Source: an optimization exercise on an open RTL-to-GDS flow (aim: a short achievable clock period and few clock cycles). Production flows keep margins and buffers that such runs may drop.
In this exercise RTL edits were held to simulation tests only and were not proved equivalent to the original.

**design/flow/run.sh**
```bash
#!/bin/bash
# synth_recipe.tcl (not shown) runs the flow's synth.tcl, then flattens the netlist and writes it again
# the make line also repeats each setting of config.mk as NAME=value (left out here)
make -C /OpenROAD-flow-scripts/flow DESIGN_CONFIG=/design/flow/config.mk WORK_HOME=/design/flow/orfs CLKGATE_MAP_FILE= SYNTH_SCRIPT=/design/flow/synth_recipe.tcl finish
```
**design/flow/config.mk**
```make
export PLATFORM = sky130hd
export DESIGN_NAME = mips_core
export DESIGN_NICKNAME = mips_core
export VERILOG_FILES = /design/flow/design.v
export SDC_FILE = /design/flow/constraint.sdc
export NUM_CORES = 4
export LEC_CHECK = 0
export CAP_MARGIN = 20
export CORE_MARGIN = 2
export CORE_UTILIZATION = 40
export SLEW_MARGIN = 20
```
**design/flow/constraint.sdc**
```tcl
create_clock -name core_clock -period 125.0 [get_ports {clk}]
set_input_delay 25.0000 -clock core_clock [delete_from_list [all_inputs] [get_ports {clk}]]
set_output_delay 25.0000 -clock core_clock [all_outputs]
set_load 0.01 [all_outputs]
```
**design/flow/design.v**
```verilog
`timescale 1ns / 1ps
module ALU(ALU_OP,X,Y,shamt,Result,Result2,equal,overflow);
parameter digit_number=32;  
input [3:0] ALU_OP;
input [digit_number-1:0] X; 
input [digit_number-1:0] Y; 
input [4:0] shamt;
output reg [digit_number-1:0] Result;
output reg [digit_number-1:0] Result2;
output  equal;
output  reg overflow; 
reg sign;
wire signx;
wire signy;
assign equal=((X==Y)? 1:0);
assign signx=X[31];
assign signy=Y[31];
always @(*)
begin
	sign=1'b0;
	overflow=1'b0;
	case(ALU_OP)
	4'b0000: begin
		Result=Y<<shamt;
		Result2=0;
		end
    4'b0001: begin
		Result=$signed(Y)>>>shamt;
		Result2=0;
		end
    4'b0010: begin
		Result=Y>>shamt;
		Result2=0;
		end
    4'b0011: {Result2,Result}=X*Y;
    4'b0100: begin
    	Result=(Y==0)? 32'hffffffff : X/Y;
    	Result2=(Y==0)? X : X%Y;
    	end
    4'b0101: begin
    	{sign,Result}={signx,X}+{signy,Y};
    	Result2=0;
    	overflow=sign^Result[31];
    	end
    4'b0110: begin
    	{sign,Result}={signx,X}-{signy,Y};
    	Result2=0;
    	overflow=sign^Result[31];
    	end
    4'b0111: begin
    	Result=X&Y;
    	Result2=0;
    	end          
    4'b1000: begin
    	Result=X|Y;
    	Result2=0;
    	end
    4'b1001: begin
    	Result=X^Y;
    	Result2=0;
    	end
    4'b1010: begin
    	Result=~(X|Y);
    	Result2=0;
    	end
    4'b1011: begin
    	Result=($signed(X)<$signed(Y))? 1:0;
    	Result2=0;
    	end
    4'b1100: begin
		Result2=0;
		Result = (X < Y) ? 1 : 0;
		end
    default: begin
    	Result=0;
    	Result2=0;
    	end
	endcase
end
endmodule
`timescale 1ns / 1ps
module ALUInputAdapter
#(
    parameter   DATA_BITS = 32
) (
    input   wire    [DATA_BITS - 1:0]   RegOut1,
    input   wire    [DATA_BITS - 1:0]   RegOut2,
    input   wire    [15:0]              Immediate,
    input   wire    [4:0]               ShamtIn,
    input   wire                        AluSrcB,     
    input   wire    [1:0]               ShamtSel,
    input   wire                        SignedExt,
    output  wire    [DATA_BITS - 1:0]   AluA,
    output  reg     [DATA_BITS - 1:0]   AluB,
    output  reg     [4:0]               ShamtOut
);
assign AluA = RegOut1;
wire    [DATA_BITS - 1:0] immediate_extended;
assign immediate_extended = SignedExt ? { {16{Immediate[15]}}, Immediate } : Immediate;
always @ * begin
    case (AluSrcB)
        0:      AluB <= RegOut2;
        1:      AluB <= immediate_extended;
    endcase
end
always @ * begin
    case (ShamtSel)
        0:  ShamtOut <= ShamtIn;
        1:  ShamtOut <= RegOut1[4:0];
        2:  ShamtOut <= 16;
        3:  ShamtOut <= 0;   
    endcase
end
endmodule
`timescale 1ns / 1ps
module ConditionBranch
    #(parameter DATA_BITS = 32)
    (
    input wire Beq,  
    input wire Bne,
    input wire Equal,    
    input wire Bltz,
    input wire Bgtz,
    input wire Blez,
    input wire Bgez,
    input wire [DATA_BITS - 1:0] regfile_out1,     
    output wire pcsel
    );
    wire bltz,bgtz,blez,bgez;
    assign pcsel = (Beq & Equal) | (Bne & (!Equal)) | bltz | bgtz | blez | bgez;
    assign bltz = (Bltz & ( $signed(regfile_out1) < $signed(0) ));
    assign bgtz = (Bgtz & ( $signed(regfile_out1) > $signed(0) ));
    assign blez = (Blez &(( $signed(regfile_out1) < $signed(0) ) | ( $signed(regfile_out1) == $signed(0) )));
    assign bgez = (Bgez &( ( $signed(regfile_out1) > $signed(0) ) | ( $signed(regfile_out1) == $signed(0) )));
endmodule
`timescale 1ns / 1ps
module Controller
(
    input wire [5:0] OP,     
    input wire [5:0] Func,   
    input wire [4:0]Rt,           
    output wire Jmp,         
    output wire Jr,          
    output wire Jal,         
    output wire Beq,         
    output wire Bne,         
    output wire MemToReg,    
    output wire MemWrite,    
    output wire [3:0]AluOP,       
    output wire AluSrcB,     
    output wire RegWrite,    
    output wire RegDst,      
    output wire Syscall,     
    output wire SignedExt,   
    output wire [1:0] ExtrWord,    
    output wire ToLH,        
    output wire ExtrSigned,    
    output wire Sh,
    output wire Sb,
    output wire [1:0] ShamtSel,  
    output wire [1:0] LHToReg,   
    output wire Bltz,
    output wire Blez,
    output wire Bgez,
    output wire Bgtz,
    output wire Load     
);
wire SLL,SRA,SRL,ADD,ADDU,SUB,AND,OR,NOR,SLT,SLTU,JR;
wire SYSCALL,J,JAL,BEQ,BNE,ADDI,ADDIU,SLTI,ANDI,ORI,LW,SRAV,SLTIU,SW;
wire SH,SLLV,SRLV,SUBU,XOR,XORI,LUI,MULTU,DIVU,MFLO,MFHI,LB,LH,LBU,LHU,SB,BLEZ,BGTZ,BGEZ,BLTZ;
wire ShamtSel1,ShamtSel2,LHToReg1,LHToReg2,ExtrWord1,ExtrWord2;
wire S1,S2,S3,S0;
assign SLL = (OP == 6'd0) & (Func == 6'd0);
assign SRA = (OP == 6'd0) & (Func == 6'd3);
assign SRL = (OP == 6'd0) & (Func == 6'd2);
assign ADD = (OP == 6'd0) & (Func == 6'd32);
assign ADDU = (OP == 6'd0) & (Func == 6'd33);
assign SUB = (OP == 6'd0) & (Func == 6'd34);
assign AND = (OP == 6'd0) & (Func == 6'd36);
assign OR = (OP == 6'd0) & (Func == 6'd37);
assign NOR = (OP == 6'd0) & (Func == 6'd39);
assign SLT = (OP == 6'd0) & (Func == 6'd42);
assign SLTU = (OP == 6'd0) & (Func == 6'd43);
assign JR = (OP == 6'd0) & (Func == 6'd8);
assign SYSCALL = (OP == 6'd0) & (Func == 6'd12);
assign J = (OP == 6'd2);
assign JAL = (OP == 6'd3);
assign BEQ = (OP == 6'd4);
assign BNE = (OP == 6'd5);
assign ADDI = (OP == 6'd8);
assign ADDIU = (OP == 6'd9);
assign SLTI = (OP == 6'd10);
assign ANDI = (OP == 6'd12);
assign ORI = (OP == 6'd13);
assign LW = (OP == 6'd35);
assign SW = (OP == 6'd43);
assign SRAV = (OP == 6'd0) & (Func == 6'd7);
assign SLTIU = (OP == 6'd11);
assign SH = (OP == 6'd41);
assign SLLV = (OP == 6'd0) & (Func == 6'd4);
assign SRLV = (OP == 6'd0) & (Func == 6'd6);
assign SUBU = (OP == 6'd0) & (Func == 6'd35);
assign XOR = (OP == 6'd0) & (Func == 6'd38);
assign XORI = (OP == 6'd14);
assign LUI = (OP == 6'd15);
assign MULTU = (OP == 6'd0) & (Func == 6'd25);
assign DIVU = (OP == 6'd0) & (Func == 6'd27);
assign MFLO = (OP == 6'd0) & (Func == 6'd18);
assign MFHI = (OP == 6'd0) & (Func == 6'd16);
assign LB = (OP == 6'd32);
assign LH = (OP == 6'd33);
assign LBU = (OP == 6'd36);
assign LHU = (OP == 6'd37);
assign SB = (OP == 6'd40);
assign BGEZ = (OP == 6'd1) & (Rt == 5'd1);
assign BLEZ = (OP == 6'd6) & (Rt == 5'd0);
assign BGTZ = (OP == 6'd7) & (Rt == 5'd0);
assign BLTZ = (OP == 6'd1) & (Rt == 5'd0);
assign MemToReg = LW | LB | LH | LBU | LHU;
assign MemWrite = SW | SH | SB;
assign AluSrcB = SYSCALL | ADDI | ANDI | ADDIU | SLTI | ORI | LW | SW | SLTIU | SH | XORI | LUI | LB | LH | LBU | LHU | SB;
assign RegWrite = SLL | SRA | SRL | ADD | ADDU | SUB | AND | OR | NOR | SLT | SLTU | JAL | ADDI | ANDI | SLTI | ORI | LW | ADDIU | SRAV | SLTIU | SLLV | SRLV | SUBU | XOR | XORI | LUI | MFLO | MFHI | LB | LH | LBU | LHU;
assign Syscall = SYSCALL;
assign SignedExt = ADDI | ADDIU | SLTI | LW | SW | SLTIU | SH | LB | LH | LBU | LHU | SB;
assign RegDst = SLL | SRA | SRL | ADD | ADDU | SUB | AND | OR | NOR | SLT | SLTU | JAL | SRAV | SLLV | SRLV | SUBU | XOR | MULTU | DIVU | MFLO | MFHI;
assign Beq = BEQ;
assign Bne = BNE;
assign Jr = JR;
assign Jmp = JR | J | JAL;
assign Jal = JAL;
assign ExtrSigned = LB | LH;
assign Sh = SH;
assign Sb = SB;
assign ToLH = MULTU | DIVU;
assign Blez = BLEZ;
assign Bgtz = BGTZ;
assign Bgez = BGEZ;
assign Bltz = BLTZ;
assign ShamtSel1 = SRAV | SLLV | SRLV;
assign ShamtSel2 = LUI;
assign LHToReg1 = MFLO;
assign LHToReg2 = MFHI;
assign ExtrWord1 = LB | LBU;
assign ExtrWord2 =  LH | LHU;
assign ShamtSel = {ShamtSel2, ShamtSel1};
assign LHToReg = {LHToReg2, LHToReg1};
assign ExtrWord = {ExtrWord2, ExtrWord1};
assign Load = LW | LB | LBU | LH | LHU;
assign S3 = OR | NOR | SLT | SLTU | SLTI | ORI | SLTIU | XOR | XORI;
assign S2 = ADD | ADDU | SUB | AND | SLTU | SLTIU | ADDI | ANDI | ADDIU | LW | SW | SH | SUBU | DIVU | LB | LH | LBU | LHU | SB;
assign S1 = SRL | SUB | AND | ANDI | NOR | SLT | SLTI | SUBU | MULTU | SRLV;
assign S0 = SRA | ADD | ADDU | AND | SLT | ADDI | ANDI | ADDIU | SLTI | LW | SW | SRAV | SH | XOR | XORI | MULTU | LB | LH | LBU | LHU | SB;
assign AluOP = {S3,S2,S1,S0};
endmodule
`timescale 1ns / 1ps
module DRegister
#(parameter DATA_BITS = 32)
(
    input wire clk,  
    input wire rst,  
    input wire enable,   
    input wire [DATA_BITS - 1:0] data_in,    
    output wire [DATA_BITS - 1:0] data_out   
);
    reg [DATA_BITS - 1:0] REG;
    assign data_out = REG;
    always @ ( posedge clk ) begin
        if(rst) begin
            REG <= 0;
        end
        else if(enable) begin
            REG <= data_in;
        end
    end
endmodule
`timescale 1ns / 1ps
module InstructionWordSpliter
(
    input   wire    [31:0]      instr_word,  
    output  wire    [5:0]       opcode,      
    output  wire    [4:0]       rs,          
    output  wire    [4:0]       rt,          
    output  wire    [4:0]       rd,          
    output  wire    [4:0]       shamt,       
    output  wire    [5:0]       funct,       
    output  wire    [15:0]      immediate,   
    output  wire    [25:0]      instr_idx    
);
assign opcode   = instr_word[31:26];
assign rs       = instr_word[25:21];
assign rt       = instr_word[20:16];
assign rd       = instr_word[15:11];
assign shamt    = instr_word[10:6];
assign funct    = instr_word[5:0];
assign immediate = instr_word[15:0];
assign instr_idx = instr_word[25:0];
endmodule
`timescale 1ns / 1ps
module LHSpecialRegisters
#(
    parameter   DATA_BITS   = 32
)(
    input   wire                            clk,
    input   wire    [DATA_BITS * 2 - 1:0]   result,      
    input   wire                            ready,       
    output  wire    [DATA_BITS - 1:0]       lo,
    output  wire    [DATA_BITS - 1:0]       hi
);
reg     [DATA_BITS * 2 - 1:0]   hi_lo;
always @ (posedge clk) begin
    if (ready) begin
        hi_lo <= result;
    end
end
assign  lo = hi_lo[DATA_BITS - 1:0];
assign  hi = hi_lo[DATA_BITS * 2 - 1:DATA_BITS];
endmodule
`timescale 1ns / 1ps
module PcInputAdapter
#(parameter ADDR_BITS = 32)
(
    input wire Jmp,      
    input wire Jr,       
    input wire pcsel,    
    input wire [ADDR_BITS - 1:0] pc,     
    input wire [15:0] imm_16,
    input wire [25:0] imm_26,
    input wire [31:0] regfile_out1,  
    output reg [ADDR_BITS - 1:0] pc_next     
);
    wire [1:0]PJ;
    assign PJ = {pcsel, Jmp};
    always @ ( PJ or Jr or imm_16 or imm_26 or regfile_out1 or pc) begin
        case(PJ)
            2'b00:  pc_next <= pc + 4;
            2'b01:  pc_next <= (Jr ? regfile_out1 : {pc[ADDR_BITS - 1:28],imm_26,2'b00} );
            2'b10:  pc_next <= pc + 4 + ( { {( ADDR_BITS - 16){ imm_16[15] } }, imm_16 }<<2 );
            default: pc_next <= pc + 4;
        endcase
    end
endmodule
`timescale 1ns / 1ps
module RamInputAdapter
#(
    parameter  ADDR_BITS = 32,   
    parameter  DATA_BITS = 32    
)
(
    input wire [31:0] result1,   
    input wire [31:0] regfile_out2,  
    input wire Sh,   
    input wire Sb,   
    output wire [ADDR_BITS - 1:0] addr,  
    output reg [DATA_BITS - 1:0] mem_in,     
    output reg [3:0] mem_sel     
);
    wire [1:0] HB;
    assign HB = {Sh, Sb};
    assign addr = (result1 >> 2);
    always @ * begin
        case(HB)
            2'b00:  mem_in <= regfile_out2;
            2'b01:  mem_in <= ( regfile_out2 << (8 * (result1[1:0]) ) );
            2'b10:  mem_in <= ( regfile_out2 << (16 * (result1[1]) ) );
            default: mem_in <= regfile_out2;
        endcase
    end
    always @ * begin
        case(HB)
            2'b00:  mem_sel <= 4'hf;
            2'b01:  mem_sel <= (1 << (result1[1:0]) );
            2'b10:  mem_sel <= (3 << (2 * (result1[1]) ) );
            default: mem_sel <= 4'hf;
        endcase
    end
endmodule
`timescale 1ns / 1ps
module RegfileInputAdapter
#(
    parameter   DATA_BITS   = 32
) (
    input   wire    [4:0]               rs,
    input   wire    [4:0]               rt,
    input   wire    [4:0]               rd,
    input   wire    [DATA_BITS - 1:0]   alu_out,     
    input   wire    [DATA_BITS - 1:0]   mem_out,
    input   wire    [DATA_BITS - 1:0]   lo,          
    input   wire    [DATA_BITS - 1:0]   hi,
    input   wire    [1:0]               addr_byte,   
    input   wire    [DATA_BITS - 1:0]   pc,          
    input   wire                        Jal,
    input   wire                        RegDst,
    input   wire                        MemToReg,
    input   wire    [1:0]               ExtrWord,    
    input   wire                        ExtrSigned,  
    input   wire    [1:0]               LHToReg,     
    output  wire    [4:0]               IR1,
    output  wire    [4:0]               IR2,
    output  reg     [4:0]               W,           
    output  reg     [DATA_BITS - 1:0]   Din          
);
assign IR1 = rs;
assign IR2 = rt;
always @ * begin
    if (Jal) begin
        W <= 31;     
        Din <= pc;
    end else begin
        W <= RegDst ? rd : rt;
        if (MemToReg) begin
            case (ExtrWord)
                0:  Din <= mem_out;
                1:  begin
                    case (addr_byte)
                        0:  Din <= ExtrSigned ? {{24{mem_out[7]}}, mem_out[7:0]} : mem_out[7:0];
                        1:  Din <= ExtrSigned ? {{24{mem_out[15]}}, mem_out[15:8]} : mem_out[15:8];
                        2:  Din <= ExtrSigned ? {{24{mem_out[23]}}, mem_out[23:16]} : mem_out[23:16];
                        3:  Din <= ExtrSigned ? {{24{mem_out[31]}}, mem_out[31:24]} : mem_out[31:24];
                    endcase
                end
                2:  begin
                    case (addr_byte[1])
                        0:  Din <= ExtrSigned ? {{16{mem_out[15]}}, mem_out[15:0]} : mem_out[15:0];
                        1:  Din <= ExtrSigned ? {{16{mem_out[31]}}, mem_out[31:16]} : mem_out[31:16];
                    endcase
                end
                3:  Din <= 0;    
            endcase
        end else if (LHToReg) begin
            case (LHToReg)
                0:  Din <= 0;    
                1:  Din <= lo;
                2:  Din <= hi;
                3:  Din <= 0;    
            endcase
        end else begin
            Din <= alu_out;
        end
    end
end
endmodule
`timescale 1ns / 1ps
module Regfile(
    IR1,IR2,W,Din,WE,CLK,RST,OR1,OR2,a0,v0,ra
    );
    input wire [4:0] IR1;    
    input wire [4:0] IR2;    
    input wire [4:0] W;      
    input wire [31:0] Din;   
    input wire WE;           
    input wire CLK;
    input wire RST;
    output wire [31:0] OR1;  
    output wire [31:0] OR2;  
    output wire [31:0] a0;   
    output wire [31:0] v0;   
    output wire [31:0] ra;   
    reg [31:0] REG [1:31];   
    assign OR1 = (IR1 == 0) ? 32'd0 : REG[IR1];
    assign OR2 = (IR2 == 0) ? 32'd0 : REG[IR2];
    assign a0 = REG[4];
    assign v0 = REG[2];
    assign ra = REG[31];
    always @(posedge CLK) begin
        if(WE & (W != 0)) begin
            REG[W] <= Din;
        end
    end
endmodule
`timescale 1ns / 1ps
module mips_core
#(parameter DATA_BITS = 32)
(
    input  wire        clk,
    input  wire        rst,
    output wire [31:0] imem_addr,
    input  wire [31:0] imem_rdata,
    output wire [31:0] dmem_addr,
    output wire [31:0] dmem_wdata,
    output wire [3:0]  dmem_wstrb,
    output wire        dmem_we,
    input  wire [31:0] dmem_rdata,
    output wire        print_valid,
    output wire [31:0] print_data,
    output wire        halted
);
    wire [DATA_BITS - 1:0] pc;
    wire pcsel, pcen;
    wire [DATA_BITS - 1:0] pc_next;
    wire [5:0] opcode;
    wire [4:0] rs;
    wire [4:0] rt;
    wire [4:0] rd;
    wire [4:0] shamt;
    wire [5:0] funct;
    wire [15:0]imm_16;
    wire [25:0]imm_26;
    wire Jmp, Jr, Jal, Beq, Bne, MemToReg, MemWrite,  AluSrcB, RegWrite, RegDst, Syscall, SignedExt;
    wire ToLH, ExtrSigned, Sh, Sb, Bltz, Blez, Bgez, Bgtz, Equal;
    wire [3:0] AluOP;
    wire [1:0] ExtrWord;
    wire [1:0] ShamtSel;
    wire [1:0] LHToReg;
    wire [DATA_BITS - 1:0] rom_out;
    wire [4:0] IR1;
    wire [4:0] IR2;
    wire [4:0] regfile_w;
    wire [DATA_BITS - 1:0] regfile_in;
    wire [DATA_BITS - 1:0] regfile_out1;
    wire [DATA_BITS - 1:0] regfile_out2;
    wire [DATA_BITS - 1:0] reg_a0;
    wire [DATA_BITS - 1:0] reg_v0;
    wire [DATA_BITS - 1:0] reg_ra;
    wire [DATA_BITS - 1:0] AluA;
    wire [DATA_BITS - 1:0] AluB;
    wire [4:0] ShamtOut;
    wire [DATA_BITS - 1:0] AluResult;
    wire [DATA_BITS - 1:0] AluResult2;
    wire [DATA_BITS - 1:0] mem_in;
    wire [3:0] mem_sel;
    wire [DATA_BITS - 1:0] mem_out;
    wire [DATA_BITS - 1:0] lo;
    wire [DATA_BITS - 1:0] hi;
    wire Load;
    assign pcen = ~( (Syscall) & (reg_v0 != 32'd34) );
    DRegister #(.DATA_BITS(DATA_BITS)) ProcesserCounter(.clk(clk), .rst(rst), .enable(pcen), .data_in(pc_next), .data_out(pc));
    PcInputAdapter #(.ADDR_BITS(DATA_BITS)) PcInput(.Jmp(Jmp), .Jr(Jr), .pcsel(pcsel), .pc(pc), .imm_16(imm_16), .imm_26(imm_26), .regfile_out1(regfile_out1), .pc_next(pc_next));
    InstructionWordSpliter InsWorSpl(.instr_word(rom_out), .opcode(opcode), .rs(rs), .rt(rt), .rd(rd), .shamt(shamt), .funct(funct), .immediate(imm_16), .instr_idx(imm_26));
    Controller  controller (.OP(opcode), .Func(funct), .Rt(rt), .Jmp(Jmp), .Jr(Jr), .Jal(Jal), .Beq(Beq), .Bne(Bne), .MemToReg(MemToReg), .MemWrite(MemWrite), .AluOP(AluOP), .AluSrcB(AluSrcB), .RegWrite(RegWrite),.RegDst(RegDst), .Syscall(Syscall), .SignedExt(SignedExt), .ExtrWord(ExtrWord), .ToLH(ToLH), .ExtrSigned(ExtrSigned), .Sh(Sh), .Sb(Sb), .ShamtSel(ShamtSel), .LHToReg(LHToReg), .Bltz(Bltz), .Blez(Blez), .Bgez(Bgez), .Bgtz(Bgtz), .Load(Load));
    assign imem_addr = pc;
    assign rom_out = imem_rdata;
    RegfileInputAdapter #(.DATA_BITS(DATA_BITS)) regfileinput( .rs(rs), .rt(rt),.rd(rd), .alu_out(AluResult), .mem_out(mem_out), .lo(lo), .hi(hi), .addr_byte(AluResult[1:0]), .pc(pc+4), .Jal(Jal), .RegDst(RegDst), .MemToReg(MemToReg), .ExtrWord(ExtrWord), .ExtrSigned(ExtrSigned), .LHToReg(LHToReg), .IR1(IR1), .IR2(IR2), .W(regfile_w), .Din(regfile_in) );
    Regfile regfile (.IR1(IR1), .IR2(IR2), .W(regfile_w), .Din(regfile_in), .WE(RegWrite), .CLK(clk), .RST(rst), .OR1(regfile_out1), .OR2(regfile_out2), .a0(reg_a0), .v0(reg_v0), .ra(reg_ra));
    ALUInputAdapter #(.DATA_BITS(DATA_BITS)) aluinput(.RegOut1(regfile_out1), .RegOut2(regfile_out2), .Immediate(imm_16), .ShamtIn(shamt), .AluSrcB(AluSrcB), .ShamtSel(ShamtSel), .SignedExt(SignedExt), .AluA(AluA), .AluB(AluB), .ShamtOut(ShamtOut));
    ALU alu(.ALU_OP(AluOP), .X(AluA), .Y(AluB), .shamt(ShamtOut), .Result(AluResult), .Result2(AluResult2), .equal(Equal), .overflow());
    ConditionBranch #(.DATA_BITS(DATA_BITS)) conbra(.Beq(Beq), .Bne(Bne), .Equal(Equal), .Bltz(Bltz), .Bgtz(Bgtz), .Blez(Blez), .Bgez(Bgez), .regfile_out1(regfile_out1), .pcsel(pcsel));
    RamInputAdapter #(.ADDR_BITS(DATA_BITS), .DATA_BITS(DATA_BITS)) raminput(.result1(AluResult), .regfile_out2(regfile_out2), .Sh(Sh), .Sb(Sb), .addr(), .mem_in(mem_in), .mem_sel(mem_sel));
    assign dmem_addr  = AluResult;
    assign dmem_wdata = mem_in;
    assign dmem_wstrb = mem_sel;
    assign dmem_we    = MemWrite;
    assign mem_out    = dmem_rdata;
    LHSpecialRegisters #(.DATA_BITS(DATA_BITS)) lhreg(.clk(clk), .result({AluResult2,AluResult}), .ready(ToLH), .lo(lo), .hi(hi));
    assign print_valid = Syscall && (reg_v0 == 32'd34);
    assign print_data  = reg_a0;
    assign halted      = ~pcen;
endmodule
```
==> results.tsv <==
metric	value	unit
Die Y	567	µm
Slew @ Worst Pin	1.32	ns
core area	315000	µm²
mapped cell area	127000	µm²
Yosys cell types	138	
Final Util	0.483	
CP Data Arrival Time	97.28	ns
# H-tree levels	3	
clock-pin slew on the worst setup and hold paths	0.06	ns
share of layout cells above drive strength 1	0.215	
nets	16700	
row cnt	206	
Warnings, synthesis	8	
kind of end point of the critical path	output port	
FFs w/ async S/R, synth	0	
via count	120000	
initial antenna violation count	63	
number of global-route vias before repair	115000	
Synth Flop Type	edfxtp_1	
cts bufs inserted	106	
Worst EP required	100.00	ns
Achievable Freq	8.18	MHz
Avg Synthesized Cell Area	9.50	µm²
DP HPWL	485	mm
Post-synth EDFFs	1056	
Initial Util	0.402	
crit-path max cell delay	0.65	ns
DP Cell Count	18800	
Final Hold Fails	0	
Area growth, synth to finish	20.2	%
die width	567	µm
hold_buf cts	0	
Setup violations, final	0	
DR iter-0 viols	15600	
IO Pins	201	
vias per cell	6.29	
flop2flop setup slack	50.68	ns
wire length of the first global-routing pass	873	mm
final setup skew	0.0572	ns
crit path max-delay cell type	nor4_1	
Period Utilization, post-route	0.978	
CP max FO	19	
DR WL/cell	33.0	µm
post-synthesis sequential area ratio	0.255	
Max-slew headroom	0.113	
die area	321000	µm²
final WL	631	mm
CTS sink count	1088	
CTS tree	yes	
CTS Root Cell	clkbuf_16	
status	complete, no violations	
CP dominant cell by count	buf_4	
Routability Congestion	1.07	
fin area	152000	µm²
Worst Hold Margin	0.503	ns
Port Buffers	200	
Fill cells	29700	
min Tclk post-route	122.28	ns
pins over their slew limit	0	
Post-Layout Cell Count	19100	
post-route ant nets	0	
Hold/Removal Path Class	flop to flop	
synthesized flop and latch total	1088	
drt drc	0	
Clock Path Buffers	3	
crit path kind	primary input to output port	
largest net degree at the start of global routing	78	
Synth Instances	13300	
Clk Latency, worst-skew pair	0.79	ns
syn_nets	15200	
Tot GR Track Use	0.381	
maxcap violations	0	
Post-DP Area	146000	µm²
CP startpoint kind	primary input	
GRT overflow	0	
DRT Pass-1 Iters	7	
## timing repair
action,in CTS,in global routing
buffers inserted,10,73
gates cloned,2,10
hold endpoints to repair,0,0
pin swaps,6,111
endpoints found under the setup margin,37,39
gates resized for setup,63,333
## layout by cell type (no fill, tap or decap), types with 75 or more instances in the layout
cell | synthesis | routed
o21a_1 | 156 | 149
nor2b_1 | 114 | 107
buf_4 | 50 | 1871
xor2_1 | 176 | 176
inv_1 | 1274 | 1263
mux4_2 | 376 | 376
a211oi_1 | 129 | 109
mux2i_1 | 409 | 404
a31oi_1 | 112 | 94
edfxtp_1 | 1056 | 1056
nand3_1 | 258 | 252
a21oi_1 | 808 | 760
nor3_1 | 230 | 208
xnor2_1 | 297 | 296
nand2b_1 | 94 | 93
nand2_1 | 1601 | 1583
ha_1 | 925 | 918
a22oi_1 | 120 | 110
clkdlybuf4s50_1 | 0 | 163
clkbuf_16 | 0 | 113
fa_1 | 900 | 900
and3_1 | 82 | 80
o211ai_1 | 101 | 101
or3_1 | 81 | 75
a21o_1 | 231 | 227
nor2_1 | 1097 | 1036
mux2_2 | 95 | 94
o21ai_0 | 488 | 448
## stage by stage
step	setup TNS [ns]	setup slack [ns]
final	0	2.72
after global placement	-6.38	-0.334
after floorplan	0	0.0324
after detailed placement	-61.12	-1.83
after CTS	0	0.00514
after global routing	-5.26	-0.385
## layout make-up
class | instances | area [µm²] | area share
inverter | 1305 | 4910 | 0.0322
timing repair buffer | 2122 | 17100 | 0.112
clock inverter | 81 | 953 | 0.00626
multi-input combinational | 10200 | 89000 | 0.584
tap | 4160 | 5200 | 0.0342
clock buffer | 120 | 2730 | 0.0179
sequential | 1088 | 32400 | 0.212
antenna | 40 | 100 | 0.000657
## worst paths after layout
path	from	endpoint	cells past startpoint
setup reg to reg	regfile.REG[4][23]	regfile.REG[25][5]	349
hold reg to reg	ProcesserCounter.REG[18]	ProcesserCounter.REG[18]	2
hold / removal	ProcesserCounter.REG[18]	ProcesserCounter.REG[18]	2
setup / recovery	imem_rdata[16]	dmem_wdata[14]	354
## flip-flops by register name, summed over array words and instances (netlist names)
register	count
ProcesserCounter.REG	32
lhreg.hi_lo	64
regfile.REG	992
## synth_stat cells, types with 80 or more instances
master,n,area (µm²)
a31oi_1,112,701
clkbuf_1,437,1640
nor2_1,1097,4120
a211oi_1,129,968
nand2_1,1601,6010
o21a_1,156,1170
mux2i_1,409,4090
mux2_2,95,1070
buf_2,119,596
fa_1,900,18000
o211ai_1,101,758
nand3_1,258,1290
and3_1,82,513
a22oi_1,120,901
xor2_1,176,1540
or3_1,81,507
nand2b_1,94,588
ha_1,925,11600
xnor2_1,297,2600
buf_1,106,398
nor2b_1,114,713
a21oi_1,808,4040
o21ai_0,488,2440
mux4_2,376,8470
a221oi_1,80,701
inv_1,1274,4780
a21o_1,231,1730
nor3_1,230,1150
edfxtp_1,1056,31700
## cell families after synthesis
| group | count (synthesis) | share of synthesized area |
|---|---|---|
| AND/OR/NAND/NOR | 3943 | 0.139 |
| AO/OA/AOI/OAI | 3085 | 0.165 |
| buffers and inverters | 2046 | 0.0654 |
| adder cells (fa/ha/maj) | 1825 | 0.233 |
| flip-flops | 1088 | 0.255 |
| multiplexers | 887 | 0.108 |
| XOR/XNOR | 473 | 0.0327 |
## worst max-delay path, delay by kind of cell
kind | cells | cell delay, ns
AOI/OAI and AO/OA | 171 | 35.87
adders and majority gates | 31 | 8.24
buffers and inverters | 53 | 8.68
muxes | 7 | 2.40
and+or+nand+nor | 91 | 16.73
xor gates and xnor gates | 1 | 0.12
## metal layers
metal,share of wire,vias to the layer above,track usage,routed length [µm]
li1,-,51000,-,-
met1,0.36,60000,0.465,229000
met4,0.094,40,0.289,59000
met2,0.43,7479,0.578,272000
met3,0.11,1877,0.0953,70800
met5,0.00050,-,0,315
Testbench counts, summed over its fixed seeds: cycles 41,192.

==> re-timing with driven ports <==
Ports are ideal in the flow. The routed layout listed here was re-timed in OpenROAD.
Step 1, drivers: a clkbuf_16 drives clk and a buf_2 each remaining input, both assumed.
Step 2, shift: input delay + t, output delay - t, t = (earliest + latest rising clock arrival at the registers) / 2. This alone moves slack from input paths to output paths.
Three values: no drivers, after step 1, after step 2; two values: the first two.
t, ns: 0.839
setup slack, ns: 2.722 / 2.484 / 2.484
hold slack, ns: 0.503 / 0.503 / 0.503
worst slew at a driven data input, ns: 0.42
After both steps this run still meets setup and hold. For this run, drivers alone change the setup slack by -0.238 ns; drivers and shift together by -0.238 ns.
